What follows belongs to an exercise in optimizing a design on an open flow for small area and a short achievable clock period; a production flow would make more cautious choices. RTL that was checked went through simulation tests only; none was proved equivalent to the original. No driver is modelled on the clock port, so clock power and skew are understated where the tree is cut down; a real chip needs a root buffer or a tree. No activity file was given, so power comes from the tool's default toggle rates.

## old
Design dr_core, start of the top module:
module dr_core
(
    input        clock_480,
    input        reset,
    input  [4:0] data_in,
    output       data_out,
    output       underflow,
    output       overflow
);
wire z_crd, add_crd, drop_crd, drop_next;
CRD crd(
    .clock(clock_480),
    .reset(reset),
    .data(data_in),
    .Z(z_crd),
    .ADD(add_crd),
    .DROP(drop_crd),
    .DROP_w(drop_next)
);
ad_fifo #(.N(41)) fifo
(
    .Clock(clock_480),
    .Reset(reset),
    .Z(z_crd),
    .Add(add_crd),
    .Drop(drop_crd),
    .DropNext(drop_next),
    .Underflow(underflow),
    .Overflow(overflow),
    .Data(data_out)
);
endmodule
For scale: about 180 flip-flops, roughly 10 I/O pins, about 5600 um2 of cells after synthesis.
Settings: LEC_CHECK=0, ABC_AREA=1, CAP_MARGIN=20, CORE_MARGIN=2, CORE_UTILIZATION=60, CTS_BUF_LIST=sky130_fd_sc_hd__clkbuf_8, PLACE_DENSITY=0.75, SETUP_SLACK_MARGIN=1.9, SLEW_MARGIN=20; clock period 3.3 ns.
standard.sh (not shown) runs the stock make flow with config.mk's settings and CLKGATE_MAP_FILE= SYNTH_SCRIPT=/design/flow/synth_recipe.tcl, a recipe that flattens the netlist after the stock synthesis.
==> flow/flow/run.sh <==
#!/bin/bash
# The standard layout, except that the clock tree is built by
# flow/clock_tree.tcl (a two-level tree of inverters) instead of ORFS's CTS.
# Each tool's output goes to a log of its own in this folder.
set -euo pipefail
bash standard.sh place > standard_place.log 2>&1
bash standard.sh run "RUN_SCRIPT=$PWD/flow/clock_tree.tcl" RUN_LOG_NAME_STEM=4_1_cts > clock_tree.log 2>&1
bash standard.sh finish > standard_finish.log 2>&1
Other scripts of this flow, unchanged in this note and not shown: flow/flow/clock_tree.tcl
old completed end to end with timing, DRC and antenna clean.
Edits applied to the flow inputs when going from old to new:
# old
export LEC_CHECK = 0
export ABC_AREA = 1
export CAP_MARGIN = 20
export CORE_MARGIN = 2
export CORE_UTILIZATION = 60
export CTS_BUF_LIST = sky130_fd_sc_hd__clkbuf_8
export PLACE_DENSITY = 0.75
export SETUP_SLACK_MARGIN = 1.9
export SLEW_MARGIN = 20
create_clock -name core_clock -period 3.3 [get_ports {clock_480}]
# new
export LEC_CHECK = 0
export ABC_AREA = 1
export CAP_MARGIN = 20
export CORE_MARGIN = 2
export CORE_UTILIZATION = 60
export CTS_BUF_LIST = sky130_fd_sc_hd__clkbuf_8
export PLACE_DENSITY = 0.75
export SETUP_SLACK_MARGIN = 2.0
export SLEW_MARGIN = 20
create_clock -name core_clock -period 3.3 [get_ports {clock_480}]
Findings:
- Across both runs, largest net degree at the start of global routing was lower for new than for old.
- Relative to old, the design area measured on new has increased by a little under 10%.
- From old to new the numbers moved as follows: maximum cell stage delay along the critical path dropped 0.03 ns, wire length per cell after detailed routing increased by 14% relative to the old numbers, global-route usage moved up, proportion of cell area occupied by registers lost 3.9 points, internal portion of total power level.
- Looking at total power after layout, new sits 0.66% higher than old does.
- The power share of the clock group in new was lower than what old gave.
- [compare] base=old new=new: global-route wire length before repair higher; total wire length after detailed routing has increased.
No run of this note included a check of the RTL's function; only the layout flow was run. In every run of this note, the design's own scripts or RTL, not TritonCTS, make the clock network.

* * *

dr_core, a different RTL version from the one above (not shown whole).
Size in the first run: roughly 180 flip-flops, ~10 I/O pins, about 5700 um2 of cells after synthesis.
Settings: LEC_CHECK=0, ABC_AREA=1, CAP_MARGIN=20, CORE_MARGIN=2, CORE_UTILIZATION=60, CTS_BUF_LIST=sky130_fd_sc_hd__clkbuf_8, PLACE_DENSITY=0.75, SETUP_SLACK_MARGIN=1.5, SLEW_MARGIN=20; clock period 3.3 ns.
run.sh (not shown) runs the stock make flow with config.mk's settings and CLKGATE_MAP_FILE= SYNTH_SCRIPT=/design/flow/synth_recipe.tcl, a recipe that flattens the netlist after the stock synthesis.
Stock flow here: none of the scripts above is used.
The starting point finished with timing, DRC and antenna clean.
==> next run, changes <==
Settings changed: ABC_AREA 1 to default, SETUP_SLACK_MARGIN 1.5 to 1.75.
The changed run finished clean.
Non-clock buffer count increases by 5.
Total power fell by about 1.4%.
Routed wire length went up by 4.7%.
Combinational power hardly moves.
First-iteration DRC count grows by 48%.
Critical path depth is higher by 4.
Flip-flop and latch count does not change.
==> next run, changes <==
Settings changed: ABC_AREA from default to 1.
The new run produced a clean layout.
Count of clock-buffer cells in the layout stays the same.
Area after synthesis increases by 4.3%.
Clock power increases by about 3%.
Hold slack is about the same.
Total power increases by 2.3%.
Register-to-register slack is better by 0.16 ns.
Via count increases by 5.5%.
Wire length increases by 4.3%.
==> next run, changes <==
Settings changed: ABC_AREA 1 to default, ABC_CLOCK_PERIOD_IN_PS from default to 1200.
Effect:
- The new run ran to the end with no violations
- sequential share of layout area came out higher by 2.7 points
- wire length drops by 4.1%
- design area fell by 2.9%
- worst hold slack barely changes
- die area fell by 3.9%
- setup slack loses 0.073 ns
- synthesized area drops by 4.1%
- total power is lower by 2.2%
- global-route usage went up by 1.8 points
- clock-buffer cell count is unchanged

* * *

Setup of P:
Another version of the RTL of dr_core (not shown whole).
Size: roughly 610 cells after synthesis, about 190 flip-flops, about 10 I/O pins, roughly 6300 sq um of cells after synthesis.
Settings: LEC_CHECK=0, CAP_MARGIN=20, CORE_MARGIN=2, CORE_UTILIZATION=40, CTS_BUF_LIST=sky130_fd_sc_hd__clkbuf_8, PLACE_DENSITY=0.6, SETUP_SLACK_MARGIN=1.6, SLEW_MARGIN=20; clock period 3.3 ns.
diff inputs: P => Q
- CTS_BUF_LIST no longer set, was sky130_fd_sc_hd__clkbuf_8
- SETUP_SLACK_MARGIN no longer set, was 1.6
### Flow results
- Maximum frequency: Q vs P down about 19%
- Looking at non-clock buffer count across P and Q, the one that comes out lower is Q.
- On final period utilization, the lower figure sits with P, not Q.
- Q vs P — all-layer global routing usage dropped 1.3 points.
- Reg-to-reg setup timing slack in Q is 0.49 ns lower than in P
No run of this note included a check of the RTL's function; only the layout flow was run.

* * *

job 5000:
The RTL this note starts from:
==> flow/design.v <==
module CRD(
    input clock,
    input reset,
    input [4:0] data,
    output reg Z,
    output reg ADD,
    output reg DROP,
    output DROP_w
);
reg [4:0] data_r;
reg [4:0] Q;
reg p0, p4;
wire [4:0] flag_w = data ^ {5{data_r[4]}};
wire [4:0] pick = {flag_w[2] & ~flag_w[1] & ~flag_w[0],
                   flag_w[1] & ~flag_w[0],
                   flag_w[0],
                   flag_w[4] & ~flag_w[3] & ~flag_w[2] & ~flag_w[1] & ~flag_w[0],
                   flag_w[3] & ~flag_w[2] & ~flag_w[1] & ~flag_w[0]};
wire [4:0] Q_w = ((data != data_r) && (|pick)) ? pick : Q;
wire ADD_w = p0 & Q[4];
assign DROP_w = p4 & Q[0];
always @(posedge clock) begin
    if (reset) begin
        data_r <= 5'b0;
        Q <= 5'b00001;
        p0 <= 1'b1;
        p4 <= 1'b0;
        Z <= 1'b0;
        ADD <= 1'b0;
        DROP <= 1'b0;
    end else begin
        data_r <= data;
        Q <= Q_w;
        p0 <= Q[0];
        p4 <= Q[4];
        Z <= ADD_w ^ (|(data_r & Q));
        ADD <= ADD_w;
        DROP <= DROP_w;
    end
end
endmodule
module ad_fifo #(parameter N = 41)
(
    input  Clock, Reset,
    input  Z, Add, Drop, DropNext,
    output reg Underflow, Overflow, Data
);
localparam M = N / 2;           
reg [N-1:2] e_q, f_q;           
reg [N-1:1] d_q;
reg a1, z1;                     
reg [N-1:0] h;                  
reg T;                          
reg go;                         
wire [N-1:0] d = {d_q, Drop};
wire [N-1:0] e = {e_q, a1 | (Add & d_q[1]), Add};
wire [N-1:0] f = {f_q, d_q[1] ? Z : z1, ~Drop & Z};
wire [N-1:0] hs = (h & ~d) | ({1'b0, h[N-1:1]} & {1'b0, d[N-1:1]});
wire [N-1:0] h_n = (T | ~go) ? {h[N-2:0], 1'b0} : hs;
wire T_n = go & ~T & (|(h & e));
wire data_n = T ? ~Data & ~Overflow : go & (|(h & f));
wire under_n = go & ~T & hs[0] & ~Add & DropNext;
wire over_n = ~T & h[N-1] & e[N-1] & ~d[N-1];
always @(posedge Clock) begin
    e_q <= e[N-2:1];
    f_q <= f[N-2:1];
    a1 <= Add;
    z1 <= Z;
    d_q <= {d_q[N-2:1], Drop};
    if (Reset) begin
        h <= {{(N-1){1'b0}}, 1'b1};
        T <= 1'b0;
        go <= 1'b0;
        Data <= 1'b0;
        Underflow <= 1'b0;
        Overflow <= 1'b0;
    end else begin
        h <= h_n;
        T <= T_n;
        go <= go | h[M-1];
        Data <= data_n;
        Underflow <= under_n;
        Overflow <= over_n;
    end
end
endmodule
module dr_core
(
    input        clock_480,
    input        reset,
    input  [4:0] data_in,
    output       data_out,
    output       underflow,
    output       overflow
);
wire z_crd, add_crd, drop_crd, drop_next;
CRD crd(
    .clock(clock_480),
    .reset(reset),
    .data(data_in),
    .Z(z_crd),
    .ADD(add_crd),
    .DROP(drop_crd),
    .DROP_w(drop_next)
);
ad_fifo #(.N(41)) fifo
(
    .Clock(clock_480),
    .Reset(reset),
    .Z(z_crd),
    .Add(add_crd),
    .Drop(drop_crd),
    .DropNext(drop_next),
    .Underflow(underflow),
    .Overflow(overflow),
    .Data(data_out)
);
endmodule
export LEC_CHECK = 0
export ABC_AREA = 1
export CAP_MARGIN = 20
export CORE_MARGIN = 2
export CORE_UTILIZATION = 60
export GPL_TIMING_DRIVEN = 0
export PLACE_DENSITY = 0.75
export SETUP_SLACK_MARGIN = 1.75
export SLEW_MARGIN = 20
create_clock -name core_clock -period 3.3 [get_ports {clock_480}]
standard.sh (not shown) runs the stock make flow with config.mk's settings and CLKGATE_MAP_FILE= SYNTH_SCRIPT=/design/flow/synth_recipe.tcl, a recipe that flattens the netlist after the stock synthesis.
==> flow/flow/run.sh <==
#!/bin/bash
# The standard layout, with clock tree synthesis told not to add dummy load
# cells for balancing (they are cell area that drives nothing) and to use a
# stronger buffer at the root of the tree.
set -euo pipefail
CTS="-sink_clustering_enable -repair_clock_nets -buf_list sky130_fd_sc_hd__clkbuf_8 -root_buf sky130_fd_sc_hd__clkbuf_16 -dont_use_dummy_load"
bash standard.sh finish "CTS_ARGS=$CTS" > standard.log 2>&1
Modified inputs, job 6298 compared to job 5000
# job 5000
export LEC_CHECK = 0
export ABC_AREA = 1
export CAP_MARGIN = 20
export CORE_MARGIN = 2
export CORE_UTILIZATION = 60
export GPL_TIMING_DRIVEN = 0
export PLACE_DENSITY = 0.75
export SETUP_SLACK_MARGIN = 1.75
export SLEW_MARGIN = 20
create_clock -name core_clock -period 3.3 [get_ports {clock_480}]
# job 6298
export LEC_CHECK = 0
export ABC_AREA = 1
export CAP_MARGIN = 20
export CORE_MARGIN = 2
export CORE_UTILIZATION = 75
export PLACE_DENSITY = 0.9
export SETUP_SLACK_MARGIN = 1.75
export SLEW_MARGIN = 20
create_clock -name core_clock -period 3.3 [get_ports {clock_480}]
==> notes.md <==
Job 5000 reached the end of the flow, and the finished layout is clean on the timing, DRC and antenna checks.
Both conditions hold for job 6298: the flow ran to the end and the final layout passed the timing, DRC and antenna checks.
Summary of job 6298 over job 5000: final non-filler cell total shrank by 21; shortest period the worst path allows up 0.022 ns; number of well-tap cells placed shrank by 12; post-placement setup slack rose by 0.044 ns; fraction of area in clock buffers and inverters comparable.
Compared with job 5000, job 6298 degrades final worst slack.
~same post-route total power in job 5000 and job 6298
Summary of job 6298 over job 5000: wire length rose by 11%, utilization shows an increase of 17 points, global-route usage +6.3 points.
For job 8583, these inputs were changed with respect to job 6298:
# job 6298
export LEC_CHECK = 0
export ABC_AREA = 1
export CAP_MARGIN = 20
export CORE_MARGIN = 2
export CORE_UTILIZATION = 75
export PLACE_DENSITY = 0.9
export SETUP_SLACK_MARGIN = 1.75
export SLEW_MARGIN = 20
create_clock -name core_clock -period 3.3 [get_ports {clock_480}]
# job 8583
export LEC_CHECK = 0
export ABC_AREA = 1
export CAP_MARGIN = 20
export CORE_MARGIN = 2
export CORE_UTILIZATION = 60
export CTS_BUF_LIST = sky130_fd_sc_hd__clkbuf_8
export PLACE_DENSITY = 0.75
export SETUP_SLACK_MARGIN = 1.75
export SLEW_MARGIN = 20
create_clock -name core_clock -period 3.3 [get_ports {clock_480}]
==> flow/flow/run.sh <==
#!/bin/bash
# The standard layout, with clock tree synthesis told not to add dummy load
# cells for balancing (they are cell area that drives nothing), to use a
# stronger buffer at the root of the tree and larger sink clusters.
set -euo pipefail
CTS="-sink_clustering_enable -repair_clock_nets -buf_list sky130_fd_sc_hd__clkbuf_8 -root_buf sky130_fd_sc_hd__clkbuf_16 -sink_clustering_size 20 -sink_clustering_max_diameter 100 -dont_use_dummy_load"
bash standard.sh finish "CTS_ARGS=$CTS" > standard.log 2>&1
Findings:
Job 8583 vs job 6298, critical path arrival went down by 0.95 ns.
Going from job 6298 to job 8583, the critical path depth was found to have gone down by 5.
Looking at worst-case headroom to the max-slew limit, job 8583 sits above job 6298.
Comparing end-of-flow core utilization for job 6298 and job 8583, the bigger number came from job 6298.
The following lists how job 2771 was set up differently from job 8583:
# job 8583
export LEC_CHECK = 0
export ABC_AREA = 1
export CAP_MARGIN = 20
export CORE_MARGIN = 2
export CORE_UTILIZATION = 60
export CTS_BUF_LIST = sky130_fd_sc_hd__clkbuf_8
export PLACE_DENSITY = 0.75
export SETUP_SLACK_MARGIN = 1.75
export SLEW_MARGIN = 20
create_clock -name core_clock -period 3.3 [get_ports {clock_480}]
# job 2771
export LEC_CHECK = 0
export ABC_AREA = 1
export CAP_MARGIN = 20
export CORE_MARGIN = 2
export CORE_UTILIZATION = 50
export GPL_TIMING_DRIVEN = 0
export PLACE_DENSITY = 0.7
export SETUP_SLACK_MARGIN = 1.75
export SLEW_MARGIN = 20
create_clock -name core_clock -period 3.3 [get_ports {clock_480}]
==> flow/flow/run.sh <==
#!/bin/bash
# The standard layout, with clock tree synthesis told not to add dummy load
# cells for balancing (they are cell area that drives nothing) and to use a
# stronger buffer at the root of the tree.
set -euo pipefail
CTS="-sink_clustering_enable -repair_clock_nets -buf_list sky130_fd_sc_hd__clkbuf_8 -root_buf sky130_fd_sc_hd__clkbuf_16 -dont_use_dummy_load"
bash standard.sh finish "CTS_ARGS=$CTS" > standard.log 2>&1
### Flow results
Per the comparison of job 2771 with job 8583, share of the final layout cell area in multi-input gates moved down, final total power has remained practically unchanged, tap cell count now larger, transition at the pin with the smallest max-transition slack went up 0.10 ns, count of filler cells inserted in the layout went up 271.
The starting density of the core of job 2771 is lower than that of job 8583.
Compared to job 8583, the routing of job 2771 uses less wire.
Post-layout instance area was higher in job 2771 than in job 8583.
Relative to job 8583, peak clock frequency supported by timing increased by 2.2 MHz in job 2771.
Going from job 8583 to job 2771, cell count after placement grew by a few percent.
Edits applied to the flow inputs when going from job 2771 to job 1634:
# job 2771
export LEC_CHECK = 0
export ABC_AREA = 1
export CAP_MARGIN = 20
export CORE_MARGIN = 2
export CORE_UTILIZATION = 50
export GPL_TIMING_DRIVEN = 0
export PLACE_DENSITY = 0.7
export SETUP_SLACK_MARGIN = 1.75
export SLEW_MARGIN = 20
create_clock -name core_clock -period 3.3 [get_ports {clock_480}]
# job 1634
export LEC_CHECK = 0
export ABC_AREA = 1
export CAP_MARGIN = 20
export CORE_MARGIN = 2
export CORE_UTILIZATION = 70
export CTS_BUF_LIST = sky130_fd_sc_hd__clkbuf_8
export PLACE_DENSITY = 0.85
export SETUP_SLACK_MARGIN = 1.75
export SLEW_MARGIN = 20
create_clock -name core_clock -period 3.3 [get_ports {clock_480}]
==> flow/run.sh (new file) <==
#!/bin/bash
# synth_recipe.tcl (not shown) runs the flow's synth.tcl, then flattens the netlist and writes it again
# the make line also repeats each setting of config.mk as NAME=value (left out here)
make -C /OpenROAD-flow-scripts/flow DESIGN_CONFIG=/design/flow/config.mk WORK_HOME=/design/flow/orfs CLKGATE_MAP_FILE= SYNTH_SCRIPT=/design/flow/synth_recipe.tcl finish
removed: flow/flow/run.sh
removed: flow/standard.sh
Findings:
No stage failed in job 1634, and the final checks on the layout all came back clean.
Routed wire in job 1634 totals more than in job 2771.
Diff job 2771 -> job 1634: combinational power share moved down, maximum frequency moved down.
Count of buffers from port buffering delta (job 1634 -> job 2771): insignificant
In the reports for job 1634 and job 2771, the larger number of global-route vias before repair belongs to job 1634.
### job 1634 -> job 7225
# job 1634
export LEC_CHECK = 0
export ABC_AREA = 1
export CAP_MARGIN = 20
export CORE_MARGIN = 2
export CORE_UTILIZATION = 70
export CTS_BUF_LIST = sky130_fd_sc_hd__clkbuf_8
export PLACE_DENSITY = 0.85
export SETUP_SLACK_MARGIN = 1.75
export SLEW_MARGIN = 20
create_clock -name core_clock -period 3.3 [get_ports {clock_480}]
# job 7225
export LEC_CHECK = 0
export ABC_AREA = 1
export CAP_MARGIN = 20
export CORE_MARGIN = 2
export CORE_UTILIZATION = 60
export CTS_BUF_LIST = sky130_fd_sc_hd__clkbuf_8
export PLACE_DENSITY = 0.75
export SETUP_SLACK_MARGIN = 1.75
export SLEW_MARGIN = 20
create_clock -name core_clock -period 3.3 [get_ports {clock_480}]
==> flow/flow/run.sh (new file) <==
#!/bin/bash
# The standard layout, with clock tree synthesis told not to add dummy load
# cells for balancing (they are cell area that drives nothing), to use a
# stronger buffer at the root of the tree and larger sink clusters.
set -euo pipefail
CTS="-sink_clustering_enable -repair_clock_nets -buf_list sky130_fd_sc_hd__clkbuf_16 -root_buf sky130_fd_sc_hd__clkbuf_16 -sink_clustering_size 30 -sink_clustering_max_diameter 120 -dont_use_dummy_load"
bash standard.sh finish "CTS_ARGS=$CTS" > standard.log 2>&1
==> flow/standard.sh (new file) <==
#!/bin/bash
# synth_recipe.tcl (not shown) runs the flow's synth.tcl, then flattens the netlist and writes it again
# the make line also repeats each setting of config.mk as NAME=value (left out here)
make -C /OpenROAD-flow-scripts/flow DESIGN_CONFIG=/design/flow/config.mk WORK_HOME=/design/flow/orfs CLKGATE_MAP_FILE= SYNTH_SCRIPT=/design/flow/synth_recipe.tcl "${@:-finish}"
removed: flow/run.sh
- Job 7225 vs job 1634 — cell count dropped 10.
- When job 7225 is measured against job 1634, its portion of total power attributed to combinational logic turns out 0.4 points lower.
- From job 7225 to job 1634, number of endpoints failing setup at the final stage did not move at all.
- Job 7225 vs. job 1634: power has increased; global-route wire length before repair fell by 3.4%.
- Final cell area: job 7225 below job 1634

[what the ideal ports hide]
How much do the figures lean on ideal ports? The routed layouts below were timed once more, with nothing changed but the port constraints.
Step 1, drivers: a clkbuf_16 drives clock_480 and a buf_2 each remaining input, both assumed.
Step 2 moves the port delays by t, midway between the first and last clock arrival at a register: inputs arrive t later, outputs are due t later. That takes back most of the time a late clock gives input paths.
a / b / c = ideal / step 1 / step 2; a / b = the first two.
run	shift t [ns]	setup slack, ns	clock arrival spread, ns	slew at the worst register clock pin (ns)
old	0.251	1.726 / 1.726 / 1.726	0.014 / 0.015	0.09 / 0.09
new	0.246	1.644 / 1.644 / 1.519	0.007 / 0.007	0.08 / 0.08
the first run of note 2	0.466	1.614 / 1.579 / 1.166	0.016 / 0.015	0.10 / 0.10
the second run of note 2	0.459	1.688 / 1.688 / 1.383	0.015 / 0.016	0.09 / 0.09
the third run of note 2	0.468	1.761 / 1.725 / 1.415	0.017 / 0.017	0.10 / 0.10
the fourth run of note 2	0.459	1.688 / 1.688 / 1.383	0.015 / 0.016	0.09 / 0.09
P	0.493	1.133 / 1.133 / 1.133	0.013 / 0.013	0.09 / 0.09
Q	0.469	0.640 / 0.640 / 0.640	0.008 / 0.008	0.07 / 0.07
job 5000	0.402	1.822 / 1.784 / 1.468	0.025 / 0.025	0.09 / 0.09
job 6298	0.398	1.800 / 1.782 / 1.420	0.031 / 0.032	0.10 / 0.10
job 8583	0.401	1.805 / 1.764 / 1.464	0.028 / 0.028	0.09 / 0.09
job 2771	0.414	1.810 / 1.767 / 1.468	0.028 / 0.028	0.09 / 0.09
job 1634	0.464	1.755 / 1.724 / 1.393	0.013 / 0.013	0.09 / 0.09
job 7225	0.441	1.788 / 1.748 / 1.431	0.016 / 0.016	0.06 / 0.06
After both steps every run listed still meets setup and hold. The setup slack of the first run of note 2, which loses most, moves by -0.035 ns with the drivers and by -0.448 ns with both steps.
